This design comes from an exercise in tuning for small area and a short achievable clock period on the open sky130 flow, not from production work. The RTL was checked by simulation tests, not by an equivalence proof against the original design. No activity file was given, so power comes from the tool's default toggle rates.

## flow/design.v

```verilog
module add64 (input  logic [63:0] a, b,
              input  logic cin,
              output logic [63:0] y);
	logic [63:0] x, g0;
	logic [6:0][63:0] G, P;    
	logic [63:0] c;
	add_pg PG (.a(a), .b(b), .cin(cin), .g(g0), .x(x));
	genvar l, i;
	generate
		for (i = 0; i < 64; i++) begin : g_l1
			if (i % 2 == 1) begin : g_odd
				if (i >= 3) begin : g_gp
					add_gp C (.g(g0[i]), .p(x[i]), .gl(g0[i-1]), .pl(x[i-1]), .go(G[1][i]), .po(P[1][i]));
				end else begin : g_g
					add_g  C (.g(g0[i]), .p(x[i]), .gl(g0[i-1]), .go(G[1][i]));
					assign P[1][i] = 1'b0;
				end
			end else begin : g_even
				assign G[1][i] = 1'b0;
				assign P[1][i] = 1'b0;
			end
		end
		for (l = 2; l <= 6; l++) begin : g_lvl
			for (i = 0; i < 64; i++) begin : g_bit
				if (i % 2 == 1 && i >= (1 << (l-1))) begin : g_op
					if (i - (1 << l) + 1 > 0) begin : g_gp
						add_gp C (.g(G[l-1][i]), .p(P[l-1][i]), .gl(G[l-1][i-(1 << (l-1))]),
						          .pl(P[l-1][i-(1 << (l-1))]), .go(G[l][i]), .po(P[l][i]));
					end else begin : g_g
						add_g  C (.g(G[l-1][i]), .p(P[l-1][i]), .gl(G[l-1][i-(1 << (l-1))]), .go(G[l][i]));
						assign P[l][i] = 1'b0;
					end
				end else begin : g_pass
					assign G[l][i] = G[l-1][i];
					assign P[l][i] = P[l-1][i];
				end
			end
		end
		assign c[0] = cin;
		assign c[1] = g0[0];
		for (i = 1; i < 63; i++) begin : g_l7
			if (i % 2 == 0) begin : g_even
				add_g C (.g(g0[i]), .p(x[i]), .gl(G[6][i-1]), .go(c[i+1]));
			end else begin : g_odd
				assign c[i+1] = G[6][i];
			end
		end
	endgenerate
	add_sum SUM (.x(x), .c(c), .y(y));
endmodule
module add_pg (input  logic [63:0] a, b,
               input  logic cin,
               output logic [63:0] g, x);
	assign x = a ^ b;
	assign g = {a[63:1] & b[63:1], (a[0] & b[0]) | ((a[0] ^ b[0]) & cin)};
endmodule
module add_gp (input logic g, p, gl, pl, output logic go, po);
	assign go = g | (p & gl);
	assign po = p & pl;
endmodule
module add_g (input logic g, p, gl, output logic go);
	assign go = g | (p & gl);
endmodule
module add_sum (input  logic [63:0] x, c,
                output logic [63:0] y);
	assign y = x ^ c;
endmodule
module regfile #(parameter N=64)
					(input  logic clk,
					 input  logic [30:0] we,
					 input  logic [N-1:0] wd,
					 input  logic [30:0] sel1, sel2,
					 input  logic byp1, byp2,
					 output logic [N-1:0] rd1, rd2);
	logic [N-1:0] registers [0:30];
	logic [63:0]  sq [0:1];        
	rf_selreg SA (.clk(clk), .d({byp2, sel2, byp1, sel1}), .q(sq[0]));
	rf_selreg SB (.clk(clk), .d({byp2, sel2, byp1, sel1}), .q(sq[1]));
	genvar k, b;
	generate
		for (k = 0; k < 31; k++) begin : g_reg
			logic          wen;
			logic [N-1:0]  d;
			assign wen = ~we[k];
			for (b = 0; b < N; b++) begin : g_bit
				rf_hold H (.we(we[k]), .wen(wen), .wd(wd[b]), .q(registers[k][b]), .d(d[b]));
			end
			always_ff @(posedge clk)
				registers[k] <= d;
		end
		for (b = 0; b < N; b++) begin : g_bit
			logic [31:0] d;
			for (k = 0; k < 31; k++) begin : g_d
				assign d[k] = registers[k][b];
			end
			assign d[31] = wd[b];
			rf_read P1 (.s(sq[b / 32][31:0]),  .d(d), .y(rd1[b]));
			rf_read P2 (.s(sq[b / 32][63:32]), .d(d), .y(rd2[b]));
		end
	endgenerate
endmodule
module rf_read (input  logic [31:0] s, d,
                output logic y);
	logic [10:0] t;
	genvar j;
	generate
		for (j = 0; j < 10; j++) begin : g_t
			rf_aoi222 A (.a1(s[3*j]),   .a2(d[3*j]),
			             .b1(s[3*j+1]), .b2(d[3*j+1]),
			             .c1(s[3*j+2]), .c2(d[3*j+2]), .y(t[j]));
		end
	endgenerate
	assign t[10] = ~((s[30] & d[30]) | (s[31] & d[31]));
	assign y = ~&t;
endmodule
module rf_selreg (input logic clk, input logic [63:0] d, output logic [63:0] q);
	always_ff @(posedge clk)
		q <= d;
endmodule
module rf_hold (input logic we, wen, wd, q, output logic d);
	assign d = (we & wd) | (wen & q);
endmodule
module rf_aoi222 (input logic a1, a2, b1, b2, c1, c2, output logic y);
	assign y = ~((a1 & a2) | (b1 & b2) | (c1 & c2));
endmodule
module processor_arm #(parameter N = 64)
							(input logic CLOCK_50, reset,
							output logic [N-1:0] IM_addr,
							input  logic [31:0] IM_readData,
							output logic [N-1:0] DM_writeData, DM_addr,
							output logic DM_writeEnable, DM_readEnable,
							input  logic [N-1:0] DM_readData);
	logic clk;
	assign clk = CLOCK_50;
	logic [63:0] pc_q;
	logic        d_ldur, d_stur, d_cbz, d_add, d_sub, d_and, d_orr, d_movz;
	logic [23:0] d_ins;       
	logic [63:0] d_pc;
	logic        e_memRead, e_memWrite, e_branch, e_regWrite;
	logic        e_cin;
	logic [63:0] e_a, e_b, e_s;
	logic [4:0]  e_rd;
	logic        m_memRead, m_memWrite, m_branch, m_regWrite;
	logic        m_zero;
	logic [63:0] m_res, m_s;
	logic [4:0]  m_rd;
	logic [30:0] w_we;        
	logic [63:0] w_wd;
	logic        pcsrc;
	logic [63:0] pc_next;
	assign pcsrc   = m_branch & m_zero;
	assign pc_next = pcsrc ? m_res : pc_q + 64'd4;
	always_ff @(posedge clk, posedge reset)
		if (reset) pc_q <= '0;
		else       pc_q <= pc_next;
	assign IM_addr = pc_q;
	logic [10:0] op;
	logic f_ldur, f_stur, f_cbz, f_add, f_sub, f_and, f_orr, f_movz;
	assign op     = IM_readData[31:21];
	assign f_ldur = (op == 11'b111_1100_0010);
	assign f_stur = (op == 11'b111_1100_0000);
	assign f_cbz  = (op[10:3] == 8'b101_1010_0);
	assign f_add  = (op == 11'b100_0101_1000);
	assign f_sub  = (op == 11'b110_0101_1000);
	assign f_and  = (op == 11'b100_0101_0000);
	assign f_orr  = (op == 11'b101_0101_0000);
	assign f_movz = (op[10:2] == 9'b110_1001_01);
	logic [4:0] f_rn, f_rm2;
	logic       f_hit1, f_hit2, f_noa;
	assign f_rn   = IM_readData[9:5];
	assign f_rm2  = IM_readData[28] ? IM_readData[4:0] : IM_readData[20:16];
	assign f_hit1 = m_regWrite & (f_rn  == m_rd) & (f_rn  != 5'd31);
	assign f_hit2 = m_regWrite & (f_rm2 == m_rd) & (f_rm2 != 5'd31);
	assign f_noa  = f_cbz | f_movz;
	always_ff @(posedge clk, posedge reset)
		if (reset) begin
			d_ldur <= 1'b0; d_stur <= 1'b0; d_cbz <= 1'b0; d_add <= 1'b0;
			d_sub  <= 1'b0; d_and  <= 1'b0; d_orr <= 1'b0; d_movz <= 1'b0;
		end else begin
			d_ldur <= f_ldur; d_stur <= f_stur; d_cbz <= f_cbz; d_add <= f_add;
			d_sub  <= f_sub;  d_and  <= f_and;  d_orr <= f_orr; d_movz <= f_movz;
		end
	logic [30:0] f_sel1, f_sel2;
	always_comb
		for (int k = 0; k < 31; k++) begin
			f_sel1[k] = (f_rn  == k) & ~f_hit1 & ~f_noa;
			f_sel2[k] = (f_rm2 == k) & ~f_hit2;
		end
	always_ff @(posedge clk) begin
		d_ins  <= IM_readData[23:0];
		d_pc   <= pc_q;
	end
	logic [63:0] rd1, rd2;
	logic        d_we;
	regfile RF (.clk(clk), .we(w_we), .wd(w_wd),
	            .sel1(f_sel1), .byp1(f_hit1 & ~f_noa), .sel2(f_sel2), .byp2(f_hit2),
	            .rd1(rd1), .rd2(rd2));
	logic [63:0] imm9, imm19, immz, immb, a_d, b_d;
	assign imm9  = {{55{d_ins[20]}}, d_ins[20:12]};
	assign imm19 = {{43{d_ins[23]}}, d_ins[23:5], 2'b00};
	assign immz  = {48'b0, d_ins[20:5]} << {d_ins[22:21], 4'b0000};
	assign immb  = ({64{d_ldur | d_stur}} & imm9) |
	               ({64{d_cbz}} & imm19) |
	               ({64{d_movz}} & immz);
	assign a_d = ({64{~(d_and | d_orr)}} & rd1) | ({64{d_cbz}} & d_pc);
	assign b_d = ((rd2 ^ {64{d_sub}}) & {64{d_add | d_sub}}) |
	             ({64{d_and}} & rd1 & rd2) |
	             ({64{d_orr}} & (rd1 | rd2)) | immb;
	assign d_we = d_ldur | d_add | d_sub | d_and | d_orr | d_movz;
	always_ff @(posedge clk, posedge reset)
		if (reset) begin
			e_memRead <= 1'b0; e_memWrite <= 1'b0; e_branch <= 1'b0;
			e_regWrite <= 1'b0;
		end else begin
			e_memRead <= d_ldur; e_memWrite <= d_stur; e_branch <= d_cbz;
			e_regWrite <= d_we;
		end
	always_ff @(posedge clk) begin
		e_cin <= d_sub;
		e_a   <= a_d;
		e_b   <= b_d;
		e_s   <= rd2;
		e_rd  <= d_ins[4:0];
	end
	logic [63:0] res;
	add64 ALU (.a(e_a), .b(e_b), .cin(e_cin), .y(res));
	always_ff @(posedge clk, posedge reset)
		if (reset) begin
			m_memRead <= 1'b0; m_memWrite <= 1'b0; m_branch <= 1'b0;
			m_regWrite <= 1'b0;
		end else begin
			m_memRead <= e_memRead; m_memWrite <= e_memWrite; m_branch <= e_branch;
			m_regWrite <= e_regWrite;
		end
	always_ff @(posedge clk) begin
		m_zero <= (e_s == 64'd0);
		m_res  <= res;
		m_s    <= e_s;
		m_rd   <= e_rd;
	end
	assign DM_addr        = m_res;
	assign DM_writeData   = m_s;
	assign DM_writeEnable = m_memWrite;
	assign DM_readEnable  = m_memRead;
	logic [30:0] m_we;
	always_comb
		for (int k = 0; k < 31; k++)
			m_we[k] = m_regWrite & (m_rd == k);
	always_ff @(posedge clk, posedge reset)
		if (reset) w_we <= '0;
		else       w_we <= m_we;
	logic e_ld, m_ld;
	always_ff @(posedge clk) begin
		e_ld <= d_ldur;
		m_ld <= e_ld;
	end
	always_ff @(posedge clk)
		w_wd <= m_ld ? DM_readData : m_res;
endmodule
```

## flow/flow/run.sh

```bash
#!/bin/bash
# Layout flow: the standard flow (standard.sh, unchanged synthesis) with
#  - setup repair aimed below the clock period, so that the layout's achieved
#    period is as short as the design allows;
#  - every input and output port buffered by a buf_2 (resized later as
#    timing needs) instead of the default port buffer.
# make's full output goes to flow_make.log; ORFS keeps each step's log under
# orfs/logs/.
set -euo pipefail
bash standard.sh SETUP_SLACK_MARGIN=5.8 \
	"BUFFER_PORTS_ARGS=-buffer_cell sky130_fd_sc_hd__buf_2" \
	finish > flow_make.log 2>&1
```

## flow/standard.sh

```bash
#!/bin/bash
# synth_recipe.tcl (not shown) runs the flow's synth.tcl, then flattens the netlist and writes it again
# the make line also repeats each setting of config.mk as NAME=value (left out here)
make -C /OpenROAD-flow-scripts/flow DESIGN_CONFIG=/design/flow/config.mk WORK_HOME=/design/flow/orfs CLKGATE_MAP_FILE= SYNTH_SCRIPT=/design/flow/synth_recipe.tcl "${@:-finish}"
```

## flow/config.mk

```make
export PLATFORM = sky130hd
export DESIGN_NAME = processor_arm
export DESIGN_NICKNAME = processor_arm
export VERILOG_FILES = /design/flow/design.v
export SDC_FILE = /design/flow/constraint.sdc
export NUM_CORES = 4
export LEC_CHECK = 0
export CAP_MARGIN = 20
export CORE_MARGIN = 2
export CORE_UTILIZATION = 60
export CTS_CLUSTER_DIAMETER = 100
export CTS_CLUSTER_SIZE = 25
export PLACE_DENSITY = 0.7
export SLEW_MARGIN = 20
export SYNTH_HIERARCHICAL = 1
```

## flow/constraint.sdc

```tcl
create_clock -name core_clock -period 9.0 [get_ports {CLOCK_50}]
set_input_delay 1.8000 -clock core_clock [delete_from_list [all_inputs] [get_ports {CLOCK_50}]]
set_output_delay 1.8000 -clock core_clock [all_outputs]
set_load 0.01 [all_outputs]
```

==> flow_summary.ini, run 1 <==
[power_and_ir_drop]
irDropWorstVdd_v = 0.0001876
p_seq_share_pct = 64.0
p_int_w = 0.01461
powerDensity_nw_per_um2 = 171.3
combPwrFrac_pct = 2.8
pwr-share-clk_pct = 33.1
swShare_pct = 22.97
p_leak_nw = 43.91
p_sw_w = 0.004356

[floorplanning]
die_w_um = 412.9
fp.dieArea_um2 = 170500
boundaryPins = 292
row_count = 150
die_height_um = 412.9
start_util_pct = 60.20
fp.coreArea_um2 = 166700

[synth]
yosysTopAreaCell = dfxtp_1
syn_nets = 8446
synth_seq_cells = 2709
ys_seq_area_share_pct = 54.61
synth_compound_area_share_pct = 35.14
synth_adder_area_share_pct = 0.8106
syn-cell-area_um2 = 100300
yosys_warnings = 12
synth_top_area_share_pct = 51.84
synth.avg_cell_area_um2 = 12.11
synth_top_family_by_area = compound AO/OA/AOI/OAI gates
synth_mux_area_share_pct = 0.8206
ys_types = 67
synth-edff-count = 0
synth_xor_area_share_pct = 0.9690
async_flop_share_pct = 4.097
synthSimpleGateAreaFrac_pct = 7.112
synthCells = 8283
netlist_top_cells_area = dfxtp_1 52%, a22o_1 19%, a222oi_1 13%, dfrtp_1 2.8%, nand4_1 1.9%
ys.flop_type = dfxtp_1

[clock_network]
clk_pin_slew_worst_paths_ps = 100
h-tree-depth = 3
cts_buffers = 118
clockBufferDepth = 3
insertion_delay_ps = 850
cts_tree = yes
cts_sinks = 2709
cts_root_buf = clkbuf_16
cts_hold_buffers = 0

[place]
place_area_um2 = 106500
place_hpwl_mm = 274.0
port_buffers = 291
gp_congestion = 1.013

[setup_path]
crit_fanout = 2
r2r_slack_ps = 5720
crit_arrival_ps = 1490
critPathLaunch = pc_q[58]
cp.required_ps = 7200
path_delay_family = flip-flops
critPathLaunchType = flop
critical_path_class = flop to output pin
end_kind = output pin
crit_chain = buf_6
r2r_start = RF.SA.q[54]
reg2reg_to = e_b[4]
cp_slowest_stage_delay_ps = 500
path_depth = 1
crit_path_top_delay_cell = dfrtp_2
path_buf_inv = 1
reg2reg_depth = 7

[min_path]
min_to = m_rd[1]
min-delay-start = e_rd[1]
hold_class = flop to flop
whs_path_depth = 0

[timing]
fmax_mhz = 303.6
slew_violations = 0
hold_viol = 0
timing.setup.tns_ps = 0
period_minus_slack_ps = 3294
slew_headroom_pct = 15.33
setup_violations = 0
clock-skew-final_ps = 35.09
whs_ps = 330.7
fin_crit_sh_pct = 36.60
tightest_slew_ps = 1268
rsz0062_at_grt = true

[drt]
first_pass_iters = 17
wl_per_cell_um = 40.85
vias = 94940
drc = 0
antenna_left = 0
finalWirelength_mm = 456.8
dr.first_iter.drc_count = 22520
viasPerCell = 8.491

[finish]
largest_register_ffs = 1984
fillCellCount = 12740
syn_to_final_growth_pct = 10.33
regMostFlops = RF.registers
drive_above_1_share_pct = 13.15
fin_nets = 9109
fin_area_um2 = 110700

[status]
status = complete, no violations

[global_routing]
grtUsageTotal_pct = 50.76
grt_max_degree = 85
antenna_found_initial = 29
grt_pass1_wl_mm = 633.1
grt_pass1_vias = 89760
gr-total-overflow = 0

[flow_run]
maxCapViolations = 0
-- routing by layer --
layer | share of wire, % | global-route usage [%] | vias up
met3 | 19 | 28.31 | 2360
li1 | - | - | 37650
met4 | 7.0 | 29.25 | 42
met1 | 35 | 62.22 | 45730
met2 | 39 | 69.32 | 9155
met5 | 0.29 | 1.441 | -
-- worst max-delay path by stage --
stage	end	slack [ps]
6_report	IM_addr[58]	5710
5_1_grt	IM_addr[27]	5700
4_1_cts	IM_addr[27]	5720
3_5_place_dp	RF.SA.q[56]	4570
3_3_place_gp	RF.SA.q[57]	4660
2_1_floorplan	RF.SA.q[33]	5740
-- metrics by stage --
stage / std cells / total power [W] / setup WS, ps / utilization, %
2_1_floorplan: 8283 / 0.01257 / 5738 / -
3_3_place_gp: 10960 / 0.01284 / 4663 / 63.89
3_5_place_dp: 10960 / 0.01284 / 4574 / 63.89
4_1_cts: 11170 / 0.01880 / 5720 / 66.32
5_1_grt: 11170 / 0.01927 / 5703 / 66.41
6_report: 11180 / 0.01896 / 5706 / 66.42
-- worst register-to-register path: cells and delay by family, from the launching register on --
family                 cells  cell delay (ps)
AOI/OAI and AO/OA          4             1010
DFF                        1              310
and+or+nand+nor            2             1490
buffers and inverters      1              320
-- cells in the mapped netlist, types with 83 or more instances --
master,count
and2_1,126
a21oi_1,93
a22o_1,2176
nand3_1,83
xor2_1,97
o21ai_0,143
nand4_1,305
a222oi_1,1288
nand2_1,307
nor2_1,99
dfrtp_1,111
a21o_1,206
or4_4,128
dfxtp_1,2598
-- per-module statistics from Yosys, one instance, submodules excluded, excerpt --
module | flip-flops and latches | copies in the design
add_gp | 0 | 124
add_pg | 0 | 1
add_sum | 0 | 1
processor_arm | 597 | 1
regfile | 1984 | 1
rf_aoi222 | 0 | 1280
rf_hold | 0 | 1984
-- power by group through the flow --
stage	sequential [W]	clock, W	combinational (W)
global route	0.0121	0.00658	0.000536
global placement	0.0124	0	0.000395
CTS	0.0121	0.00618	0.000488
floorplan	0.0125	0	0.000105
finish	0.0121	0.00628	0.000539
detailed placement	0.0124	0	0.000399
-- logic make-up after synthesis --
| family | count (synthesis) |
|---|---|
| flops | 2709 |
| simple gates | 1202 |
| buf+inv | 141 |
| compound gates | 3982 |
| fa+ha+maj | 65 |
| mux | 73 |
| xor+xnor | 111 |
-- cell usage in the layout, fill, tap and decap left out, types with 10 or more instances in the layout --
master and instances:
dfxtp_1 2542, a22o_1 2176, a222oi_1 1288, buf_4 339
nand2_1 307, nand4_1 305, buf_2 235, a21o_1 206
o21ai_0 143, or4_4 128, and2_1 125, clkbuf_16 119
nor2_1 97, xor2_1 97, a21oi_1 93, nand3_1 82
dfrtp_2 78, ha_1 65, mux2_2 64, buf_6 59
dfxtp_2 49, nor4_1 34, inv_2 31, nor3_1 30
dfrtp_1 21, a31oi_1 16, clkbuf_1 16, xnor2_1 14
inv_1 13, o21ai_1 13, nand2b_1 12, dfrtp_4 12
diode_2 11, nor3_2 11, and3_1 10, or3_1 10
-- layout make-up --
| type | instances | area, um^2 | area share (%) |
|---|---|---|---|
| antenna | 11 | 27.53 | 0.02487 |
| multi-input combinational | 5433 | 45160 | 40.79 |
| sequential | 2709 | 55020 | 49.70 |
| clock inverter | 5 | 66.31 | 0.05991 |
| timing repair buffer | 639 | 4458 | 4.027 |
| inverter | 45 | 172.7 | 0.1560 |
| clock buffer | 135 | 3038 | 2.744 |
| tap | 2204 | 2758 | 2.491 |
-- timing repair --
action                                  in CTS  in global routing
endpoints found under the setup margin     135                113
pin swaps                                    1                  5
buffers inserted                            70                  1
endpoints found under the hold margin        0                  0
gates resized for setup                    154                 37
==> inputs of run 2 (changes only) <==
--- a/flow/flow/run.sh
+++ b/flow/flow/run.sh
@@ -8,5 +8,5 @@
 # orfs/logs/.
 set -euo pipefail
-bash standard.sh SETUP_SLACK_MARGIN=5.8 \
+bash standard.sh SETUP_SLACK_MARGIN=6.0 \
 	"BUFFER_PORTS_ARGS=-buffer_cell sky130_fd_sc_hd__buf_2" \
 	finish > flow_make.log 2>&1
==> run 2 against run 1 <==
  * Die area unchanged
  * Clock power hardly changed
  * Highest routed layer unchanged
  * Flip-flop and latch count unchanged
  * Critical endpoint is now IM_addr[55]
  * Maximum frequency up 0.68%
==> flow_summary.ini, run 2 <==
[setup_path]
path_delay_family = flip-flops
critical_path_class = flop to output pin
crit_arrival_ps = 1470
end_kind = output pin
reg2reg_depth = 7
crit_path_top_delay_cell = dfrtp_2
critPathLaunchType = flop
r2r_slack_ps = 5840
reg2reg_to = e_b[4]
crit_chain = buf_6
path_depth = 1
crit_fanout = 2
setup.worst_path.end = IM_addr[55]
cp_slowest_stage_delay_ps = 490
path_buf_inv = 1
r2r_start = RF.SA.q[45]
cp.required_ps = 7200
critPathLaunch = pc_q[55]

[timing]
fmax_mhz = 305.7
tightest_slew_ps = 1316
period_minus_slack_ps = 3271
slew_headroom_pct = 12.29
timing.setup.tns_ps = 0
hold_viol = 0
clock-skew-final_ps = 28.77
whs_ps = 334.6
slew_violations = 0
fin_crit_sh_pct = 36.35
setup_violations = 0
rsz0062_at_grt = true

[synth]
synth_top_area_share_pct = 51.84
ys_seq_area_share_pct = 54.61
yosysTopAreaCell = dfxtp_1
yosysMostFrequentCell = dfxtp_1
async_flop_share_pct = 4.097
synth_seq_cells = 2709
synth.avg_cell_area_um2 = 12.11
ys.flop_type = dfxtp_1
synth-edff-count = 0
synth_commonest_cells = 2598 x dfxtp_1, 2176 x a22o_1, 1288 x a222oi_1
syn-cell-area_um2 = 100300
yosys_warnings = 12
ys_types = 67
syn_nets = 8446
netlist_top_cells_area = dfxtp_1 52%, a22o_1 19%, a222oi_1 13%, dfrtp_1 2.8%, nand4_1 1.9%
synthCells = 8283

[status]
status = complete, no violations

[drt]
viasPerCell = 8.551
wl_per_cell_um = 41.42
antenna_left = 0
finalWirelength_mm = 466.7
vias = 96330
drc = 0
dr.first_iter.drc_count = 24310
first_pass_iters = 14

[finish]
largest_register_ffs = 1984
drive_above_1_share_pct = 14.58
fin_nets = 9189
syn_to_final_growth_pct = 12.35
layout_commonest_cell = dfxtp_1
regMostFlops = RF.registers
final_cell_mix = 2469 x dfxtp_1, 2176 x a22o_1, 1288 x a222oi_1

[power_and_ir_drop]
power_w = 0.01902
p_leak_nw = 44.62
powerDensity_nw_per_um2 = 168.8
irDropWorstVdd_v = 0.0001903

[global_routing]
grt_max_degree = 87
grt_pass1_vias = 90650
antenna_found_initial = 26
gr-total-overflow = 0
grtUsageTotal_pct = 51.39
grt_pass1_wl_mm = 640.5

[floorplanning]
fp.coreArea_um2 = 166700
boundaryPins = 292
fp.dieArea_um2 = 170500
start_util_pct = 60.20
die_height_um = 412.9
die_w_um = 412.9
row_count = 150

[clock_network]
cts_tree = yes
insertion_delay_ps = 830
clk_pin_slew_worst_paths_ps = 100
cts_sinks = 2709
cts_hold_buffers = 0
cts_buffers = 118
h-tree-depth = 3
clockBufferDepth = 3
cts_root_buf = clkbuf_16

[min_path]
hold_class = flop to flop

[place]
place_hpwl_mm = 272.6
port_buffers = 291
gp_congestion = 1.018

[flow_run]
maxCapViolations = 0
## run 2: cell count changes in the layout (fill, tap and decap cells not counted), sizes merged
cell / change
buf: +73
clkbuf: +9
diode: +4
inv: -1
## run 2: Yosys stat by module (local to each module, per instance), excerpt
module         cells inside  flip-flops and latches
regfile                2015                    1984
processor_arm          1797                     597
rf_selreg                64                      64
add_pg                   65                       0
add_sum                  64                       0
rf_read                   5                       0
add_gp                    2                       0
rf_aoi222                 1                       0
rf_hold                   1                       0
add_g                     1                       0
## run 2: power breakdown
part           total (W)  internal, W  switching (W)
logic           0.000578     0.000172       0.000407
clock network    0.00630      0.00243        0.00387
registers         0.0121       0.0121      0.0000887
total             0.0190       0.0147        0.00437
## run 2: how the worst min path moves through the flow
| stage | startpoint | endpoint | slack, ps | cells after the start |
|---|---|---|---|---|
| after floorplan | d_ins[0] | e_rd[0] | 310 | 0 |
| after global placement | e_rd[3] | m_rd[3] | 310 | 0 |
| after detailed placement | e_rd[4] | m_rd[4] | 310 | 0 |
| after CTS | e_rd[4] | m_rd[4] | 340 | 0 |
| after global routing | e_rd[3] | m_rd[3] | 350 | 0 |
| final | e_rd[4] | m_rd[4] | 330 | 0 |
## run 2: through the flow
| stage | instances | utilization (%) | setup slack, ps | cell area, um^2 |
|---|---|---|---|---|
| 3_3_place_gp | 10960 | 63.85 | 4885 | 106400 |
| 5_1_grt | 11250 | 67.62 | 5695 | 112700 |
| 4_1_cts | 11200 | 66.91 | 5750 | 111500 |
| 2_1_floorplan | 8283 | - | 5769 | 100400 |
| 3_5_place_dp | 10960 | 63.85 | 4812 | 106400 |
| 6_report | 11270 | 67.63 | 5729 | 112700 |
## run 2: logic make-up (layout without fill, tap and decap cells)
| family | after synthesis | in the layout | synth area share (%) |
|---|---|---|---|
| AO/OA/AOI/OAI | 3982 | 3982 | 35.14 |
| other | 0 | 15 | 0 |
| buffers and inverters | 141 | 905 | 0.5412 |
| XOR/XNOR | 111 | 111 | 0.9690 |
| flip-flops | 2709 | 2709 | 54.61 |
| AND/OR/NAND/NOR | 1202 | 1202 | 7.112 |
| multiplexers | 73 | 73 | 0.8206 |
| adder cells (fa/ha/maj) | 65 | 65 | 0.8106 |
## run 2: cell type report
cell class              instances  area, um^2
flip-flops and latches       2709       55190
fillers                     12370       53940
multi-input cells            5433       45110
repair buffers                719        6309
clock buffers                 137        3088
well taps                    2204        2758
inverters                      45       172.7
clock inverters                 4       57.56
diodes                         15       37.54
## run 2: layer usage
metal	track usage (%)	routed length [um]	vias up
li1	-	-	37870
met4	30.19	35390	28
met3	29.23	93250	2482
met1	62.74	158200	46140
met2	69.47	178600	9811
met5	4.127	1181	-
## run 2: repair_timing
| action | in CTS | in global routing |
|---|---|---|
| endpoints found under the setup margin | 266 | 253 |
| gates resized for setup | 349 | 173 |
| gates cloned | 0 | 10 |
| pin swaps | 1 | 24 |
| buffers inserted | 103 | 40 |
==> inputs of run 3 (changes only) <==
--- a/flow/design.v
+++ b/flow/design.v
@@ -145,4 +145,5 @@
 	logic [63:0] m_res, m_s;
 	logic [4:0]  m_rd;
+	logic [30:0] m_we;        
 	logic [30:0] w_we;        
 	logic [63:0] w_wd;
@@ -166,11 +167,22 @@
 	assign f_orr  = (op == 11'b101_0101_0000);
 	assign f_movz = (op[10:2] == 9'b110_1001_01);
-	logic [4:0] f_rn, f_rm2;
-	logic       f_hit1, f_hit2, f_noa;
-	assign f_rn   = IM_readData[9:5];
-	assign f_rm2  = IM_readData[28] ? IM_readData[4:0] : IM_readData[20:16];
-	assign f_hit1 = m_regWrite & (f_rn  == m_rd) & (f_rn  != 5'd31);
-	assign f_hit2 = m_regWrite & (f_rm2 == m_rd) & (f_rm2 != 5'd31);
+	logic [31:0] f_dn, f_dm, f_dt;
+	logic [30:0] f_sel1, f_sel2;
+	logic        f_hit1, f_hit2, f_noa;
+	always_comb
+		for (int k = 0; k < 32; k++) begin
+			f_dn[k] = (IM_readData[9:5]   == k);
+			f_dm[k] = (IM_readData[20:16] == k);
+			f_dt[k] = (IM_readData[4:0]   == k);
+		end
 	assign f_noa  = f_cbz | f_movz;
+	always_comb begin
+		for (int k = 0; k < 31; k++) begin
+			f_sel1[k] = f_dn[k] & ~m_we[k] & ~f_noa;
+			f_sel2[k] = (IM_readData[28] ? f_dt[k] : f_dm[k]) & ~m_we[k];
+		end
+		f_hit1 = |(f_dn[30:0] & m_we) & ~f_noa;
+		f_hit2 = |((IM_readData[28] ? f_dt[30:0] : f_dm[30:0]) & m_we);
+	end
 	always_ff @(posedge clk, posedge reset)
 		if (reset) begin
@@ -181,10 +193,4 @@
 			d_sub  <= f_sub;  d_and  <= f_and;  d_orr <= f_orr; d_movz <= f_movz;
 		end
-	logic [30:0] f_sel1, f_sel2;
-	always_comb
-		for (int k = 0; k < 31; k++) begin
-			f_sel1[k] = (f_rn  == k) & ~f_hit1 & ~f_noa;
-			f_sel2[k] = (f_rm2 == k) & ~f_hit2;
-		end
 	always_ff @(posedge clk) begin
 		d_ins  <= IM_readData[23:0];
@@ -194,5 +200,5 @@
 	logic        d_we;
 	regfile RF (.clk(clk), .we(w_we), .wd(w_wd),
-	            .sel1(f_sel1), .byp1(f_hit1 & ~f_noa), .sel2(f_sel2), .byp2(f_hit2),
+	            .sel1(f_sel1), .byp1(f_hit1), .sel2(f_sel2), .byp2(f_hit2),
 	            .rd1(rd1), .rd2(rd2));
 	logic [63:0] imm9, imm19, immz, immb, a_d, b_d;
@@ -243,5 +249,4 @@
 	assign DM_writeEnable = m_memWrite;
 	assign DM_readEnable  = m_memRead;
-	logic [30:0] m_we;
 	always_comb
 		for (int k = 0; k < 31; k++)
--- a/flow/flow/run.sh
+++ b/flow/flow/run.sh
@@ -8,5 +8,5 @@
 # orfs/logs/.
 set -euo pipefail
-bash standard.sh SETUP_SLACK_MARGIN=6.0 \
+bash standard.sh SETUP_SLACK_MARGIN=5.8 \
 	"BUFFER_PORTS_ARGS=-buffer_cell sky130_fd_sc_hd__buf_2" \
 	finish > flow_make.log 2>&1
==> run 3 against run 2 <==
  * Clock skew increased by 32 ps
  * Sequential power about the same
  * Synthesized cell count increased by 0.97%
  * Via count increased by 0.97%
  * Flip-flop and latch count unchanged
  * Non-clock buffer count decreased by 76
  * Critical path depth increased by 6
  * Combinational power increased by about 20%
  * Register-to-register slack got worse by 100 ps
  * Cell count about the same
  * Area after synthesis increased by 0.58%
  * Critical path type is now flop to flop
  * Highest routed layer unchanged
==> flow_summary.ini, run 3 <==
[global_routing]
gr-total-overflow = 0
grtUsageTotal_pct = 50.74
grt_pass1_wl_mm = 646.1
grt_pass1_vias = 92080
grt_max_degree = 84
antenna_found_initial = 28

[flow_run]
maxCapViolations = 0

[power_and_ir_drop]
powerDensity_nw_per_um2 = 173.5
irDropWorstVdd_v = 0.0002132
p_leak_nw = 44.39
power_w = 0.01933

[synth]
syn_nets = 8526
yosys_warnings = 12
synth-edff-count = 0
yosysMostFrequentCell = dfxtp_1
syn-cell-area_um2 = 100900
netlist_top_cells_area = dfxtp_1 52%, a22o_1 19%, a222oi_1 13%, dfrtp_1 2.8%, nand4_1 1.8%
synth_seq_cells = 2709
ys_types = 63
ys.flop_type = dfxtp_1
synth.avg_cell_area_um2 = 12.07
synth_commonest_cells = 2598 x dfxtp_1, 2176 x a22o_1, 1288 x a222oi_1
ys_seq_area_share_pct = 54.29
async_flop_share_pct = 4.097
synth_top_area_share_pct = 51.54
synthCells = 8363
yosysTopAreaCell = dfxtp_1

[timing]
setup_violations = 0
whs_ps = 322.9
period_minus_slack_ps = 3263
tightest_slew_ps = 1344
rsz0062_at_grt = true
hold_viol = 0
timing.setup.tns_ps = 0
slew_violations = 0
fin_crit_sh_pct = 36.26
fmax_mhz = 306.4
clock-skew-final_ps = 61.15
slew_headroom_pct = 10.30
layout_setup_ws_ps = 5737

[drt]
dr.first_iter.drc_count = 24470
vias = 97270
drc = 0
finalWirelength_mm = 464.5
first_pass_iters = 15
wl_per_cell_um = 41.22
antenna_left = 0
viasPerCell = 8.632

[finish]
drive_above_1_share_pct = 12.85
fin_nets = 9174
final_cell_mix = 2548 x dfxtp_1, 2176 x a22o_1, 1288 x a222oi_1
layout_commonest_cell = dfxtp_1
regMostFlops = RF.registers
largest_register_ffs = 1984
fin_cells = 11270
syn_to_final_growth_pct = 10.38

[clock_network]
clockBufferDepth = 3
cts_sinks = 2709
h-tree-depth = 3
clk_pin_slew_worst_paths_ps = 110
cts_root_buf = clkbuf_16
insertion_delay_ps = 860
cts_hold_buffers = 0
cts_tree = yes
cts_buffers = 118

[place]
placedCellCount = 11020
gp_congestion = 1.004
port_buffers = 291
place_hpwl_mm = 277.2
dp_slack_ps = 4727

[setup_path]
critical_path_class = flop to flop
cp_common_cell = a222oi_1
crit_arrival_ps = 3960
end_kind = flop
crit_path_top_delay_cell = or4_4
cp.required_ps = 9700
crit_chain = buf_6 > a222oi_1 > nand4_1 > or4_4 > a21o_1 > a222oi_1 > nand3_1
critPathLaunchType = flop
cp_slowest_stage_delay_ps = 780
crit_fanout = 24

[floorplanning]
fp.dieArea_um2 = 171500
fp.coreArea_um2 = 167000
die_w_um = 414.1
die_height_um = 414.1
start_util_pct = 60.41
row_count = 150
boundaryPins = 292

[min_path]
hold_class = flop to flop

[status]
status = complete, no violations
[run 3: where the power goes]
group	switching, W	internal [W]
clock	0.00392	0.00248
combinational	0.000453	0.000239
sequential	0.000122	0.0121
[run 3: final timing paths]
path | from | end | slack, ps | cells past startpoint
worst max-delay path | RF.SA.q[50] | e_b[19] | 5740 | 7
worst min-delay path | e_ld | m_ld | 320 | 0
worst max register to register | RF.SA.q[50] | e_b[19] | 5740 | 7
worst min register to register | e_ld | m_ld | 320 | 0
max in group asynchronous | reset | w_we[29] | 6130 | 4
min in group asynchronous | reset | pc_q[20] | 990 | 2
[run 3: stage by stage]
stage / utilization (%) / cell area, um^2
after global placement: 63.99 / 106900
after floorplan: - / 101000
after global routing: 66.65 / 111300
after detailed placement: 63.99 / 106900
after CTS: 66.40 / 110900
final: 66.68 / 111400
[run 3: routing by layer]
metal  global-route usage [%]  up-vias  wire [um]
met4                    27.67       36      33390
met5                    1.084        -        481
met2                    68.84     9880     179100
met1                    62.59    46680     159400
li1                         -    38080          -
met3                    29.31     2590      92170
[run 3: modules after synthesis, one instance, submodules excluded, excerpt]
module | flip-flops and latches | cells
rf_aoi222 | 0 | 1
add_pg | 0 | 65
regfile | 1984 | 2015
add_g | 0 | 1
add_gp | 0 | 2
rf_hold | 0 | 1
add_sum | 0 | 64
rf_selreg | 64 | 64
rf_read | 0 | 5
processor_arm | 597 | 1877
[run 3: critical path: cells and delay by family (launching register included)]
family          cells  cell delay, ps
flops               1             420
simple gates        3            1480
compound gates      3             910
buf+inv             1             250
[run 3: logic make-up after synthesis]
logic type,after synthesis,share of synthesized area (%)
compound gates,4042,35.37
xor+xnor,100,0.8679
fa+ha+maj,65,0.8060
buf+inv,177,0.6981
flops,2709,54.29
mux,67,0.7477
simple gates,1203,7.214
[run 3: layout make-up]
type	count	area [um^2]
Antenna cell	20	50.05
Clock inverter	7	130.1
Inverter	62	236.5
Fill cell	12790	55660
Timing Repair Buffer	643	4563
Clock buffer	146	3110
Tap cell	2204	2758
Multi-Input combinational cell	5477	45530
Sequential cell	2709	55000
[run 3: timing repair]
item | 4_1_cts | 5_1_grt
resized for setup | 123 | 78
pin swaps | 0 | 11
setup endpoints to repair | 141 | 83
gates cloned | 0 | 1
buffers inserted | 64 | 8
==> inputs of run 4 (changes only) <==
--- a/flow/flow/run.sh
+++ b/flow/flow/run.sh
@@ -8,5 +8,5 @@
 # orfs/logs/.
 set -euo pipefail
-bash standard.sh SETUP_SLACK_MARGIN=5.8 \
+bash standard.sh SETUP_SLACK_MARGIN=6.0 \
 	"BUFFER_PORTS_ARGS=-buffer_cell sky130_fd_sc_hd__buf_2" \
 	finish > flow_make.log 2>&1
==> run 4 against run 3 <==
  * Still clean on timing, DRC and antenna
  * Area after synthesis stayed put
  * Non-clock buffer count grew 81
  * Sequential power hardly changed
  * Cell area grew 1.9%
  * Critical path depth fell by 6
  * Count of clock-buffer cells in the layout down 2
  * Register-to-register slack better by 160 ps
  * Highest routed layer unchanged
==> flow_summary.ini, run 4 <==
[status]
status = complete, no violations

[synth]
syn_nets = 8526
syn-cell-area_um2 = 100900
ys_types = 63
yosysTopAreaCell = dfxtp_1
synth_commonest_cells = 2598 x dfxtp_1, 2176 x a22o_1, 1288 x a222oi_1
synthCells = 8363
synth_seq_cells = 2709
async_flop_share_pct = 4.097
synth.avg_cell_area_um2 = 12.07
netlist_top_cells_area = dfxtp_1 52%, a22o_1 19%, a222oi_1 13%, dfrtp_1 2.8%, nand4_1 1.8%
ys.flop_type = dfxtp_1
yosysMostFrequentCell = dfxtp_1
yosys_warnings = 12
synth_top_area_share_pct = 51.54
ys_seq_area_share_pct = 54.29
synth-edff-count = 0

[setup_path]
r2r_slack_ps = 5900
cp_slowest_stage_delay_ps = 450
path_buf_inv = 1
cp.required_ps = 7200
crit_chain = buf_6
crit_fanout = 2
end_kind = output pin
path_delay_family = flip-flops
r2r_start = RF.SA.q[46]
reg2reg_depth = 8
critPathLaunch = pc_q[57]
critPathLaunchType = flop
reg2reg_to = e_b[26]
critical_path_class = flop to output pin
setup.worst_path.end = IM_addr[57]
crit_path_top_delay_cell = dfrtp_2
path_depth = 1
crit_arrival_ps = 1390

[drt]
finalWirelength_mm = 467.0
vias = 97350
first_pass_iters = 15
top_layer_used = met5
met3WireLength_mm = 92.14
wl_per_cell_um = 41.21
viasPerCell = 8.590
wl_met1_mm = 161.1
dr.first_iter.drc_count = 24000
antenna_left = 0
drc = 0
dr_wl_met2_mm = 179.4

[finish]
syn_to_final_growth_pct = 12.51
largest_register_ffs = 1984
regMostFlops = RF.registers
drive_above_1_share_pct = 14.91
final_cell_mix = 2470 x dfxtp_1, 2176 x a22o_1, 1288 x a222oi_1
layout_commonest_cell = dfxtp_1
fin_nets = 9255
final_core_util_pct = 67.97

[clock_network]
clockBufferDepth = 3
clk_pin_slew_worst_paths_ps = 100
insertion_delay_ps = 830
cts_sinks = 2709
cts_tree = yes
cts_root_buf = clkbuf_16
cts_buffers = 118
h-tree-depth = 3
cts_hold_buffers = 0

[power_and_ir_drop]
p_leak_nw = 45.08
powerDensity_nw_per_um2 = 169.8
pwr-share-clk_pct = 32.8
combPwrFrac_pct = 3.8
p_int_w = 0.01480
p_seq_share_pct = 63.4
power_w = 0.01928
swShare_pct = 23.24
p_sw_w = 0.004480
irDropWorstVdd_v = 0.0002256

[global_routing]
grtUsageTotal_pct = 50.57
grt_pass1_wl_mm = 644.0
grt_max_degree = 85
grt_pass1_vias = 92430
antenna_found_initial = 35
gr-total-overflow = 0

[timing]
rsz0062_at_grt = true
slew_headroom_pct = 10.01
whs_ps = 325.3
timing.setup.tns_ps = 0
period_minus_slack_ps = 3190
fin_crit_sh_pct = 35.45
slew_violations = 0
hold_viol = 0
clock-skew-final_ps = 37.57
tightest_slew_ps = 1348
fmax_mhz = 313.5
setup_violations = 0

[floorplanning]
row_count = 150
fp.coreArea_um2 = 167000
boundaryPins = 292
fp.dieArea_um2 = 171500
start_util_pct = 60.41
die_w_um = 414.1
die_height_um = 414.1

[flow_run]
maxCapViolations = 0

[place]
port_buffers = 291
place_hpwl_mm = 276.0
gp_congestion = 1.024

[min_path]
hold_class = flop to flop
## run 4: cell type report
type                    count  area, um^2
flip-flops and latches   2709       55170
fillers                 12360       53510
multi-input cells        5477       45770
repair buffers            724        6422
clock buffers             144        3093
well taps                2204        2758
inverters                  62       236.5
clock inverters             5       57.56
diodes                      8       20.02
## run 4: through the flow
stage | instance area [um^2] | setup WS (ps) | std cells
finish | 113500 | 5810 | 11330
global placement | 107100 | 4948 | 11010
CTS | 112100 | 5788 | 11270
detailed placement | 107100 | 5011 | 11010
floorplan | 101200 | 5857 | 8363
global route | 113500 | 5796 | 11330
## run 4: worst min path at each step
stage,from,to,cells after the start
6_report,e_rd[1],m_rd[1],0
5_1_grt,e_rd[1],m_rd[1],0
4_1_cts,e_rd[1],m_rd[1],0
3_5_place_dp,e_rd[0],m_rd[0],0
3_3_place_gp,e_rd[0],m_rd[0],0
2_1_floorplan,d_ins[0],e_rd[0],0
## run 4: cell families (layout without fill, tap and decap cells)
logic type	after synthesis	in the layout	synth area share (%)
XOR/XNOR	100	100	0.8679
AND/OR/NAND/NOR	1203	1203	7.214
flip-flops	2709	2709	54.29
buffers and inverters	177	935	0.6981
other	0	8	0
AO/OA/AOI/OAI	4042	4042	35.37
adder cells (fa/ha/maj)	65	65	0.8060
multiplexers	67	67	0.7477
## run 4: repair_timing
item	in CTS	in global routing
setup buffers	105	46
gates resized for setup	313	199
pin swaps	0	31
cloned	0	12
endpoints found under the setup margin	212	318
## run 4: routing by layer
layer  vias up  GRT usage (%)
li1      38230              -
met3      2528          27.76
met5         -          2.779
met4        42          27.93
met2      9922          68.41
met1     46630          63.20
## run 4: power by group through the flow
stage	clock network (W)	registers (W)	logic (W)
6_report	0.00632	0.0122	0.000735
4_1_cts	0.00621	0.0122	0.000649
2_1_floorplan	0	0.0125	0.000142
3_5_place_dp	0	0.0125	0.000465
5_1_grt	0.00663	0.0122	0.000740
3_3_place_gp	0	0.0125	0.000459
## run 4: per-module statistics from Yosys (local to each module, per instance), excerpt
module / flip-flops and latches / cell area (um^2) / cells inside
add_g: 0 / 7.507 / 1
regfile: 1984 / 39830 / 2015
processor_arm: 597 / 20140 / 1877
rf_selreg: 64 / 1281 / 64
rf_read: 0 / 36.28 / 5
add_gp: 0 / 13.76 / 2
add_pg: 0 / 808.3 / 65
rf_hold: 0 / 8.758 / 1
rf_aoi222: 0 / 10.01 / 1
add_sum: 0 / 560.5 / 64

## static timing again, ports no longer ideal
The results above use ideal ports. As a check the final layouts listed here were re-extracted and re-timed, cells and wires unchanged.
Step 1 sets driving cells, clkbuf_16 on the clock port and buf_2 on the other inputs (assumed; they add their load-dependent delay and slew).
Step 2 times the ports against the registers' clock, not the clock port: input delays grow and output delays shrink by t, the midpoint of the rising clock arrivals with the driver on.
Slacks: ideal ports / drivers / drivers and shift; pairs: ideal ports / drivers.
run	t (ns)	setup slack, ns	hold WS [ns]	clock arrival spread, ns	slew at the worst register clock pin (ns)
run 1	0.925	5.706 / 5.616 / 5.164	0.331 / 0.331 / 0.331	0.038 / 0.038	0.11 / 0.11
run 2	0.917	5.729 / 5.632 / 5.243	0.335 / 0.335 / 0.335	0.039 / 0.039	0.11 / 0.11
run 3	0.930	5.737 / 5.688 / 5.002	0.323 / 0.323 / 0.323	0.062 / 0.062	0.11 / 0.11
run 4	0.911	5.810 / 5.718 / 5.073	0.325 / 0.325 / 0.325	0.045 / 0.044	0.11 / 0.11
After both steps every run listed still meets setup and hold. The setup slack of run 4, which loses most, moves by -0.092 ns with the drivers and by -0.737 ns with both steps.
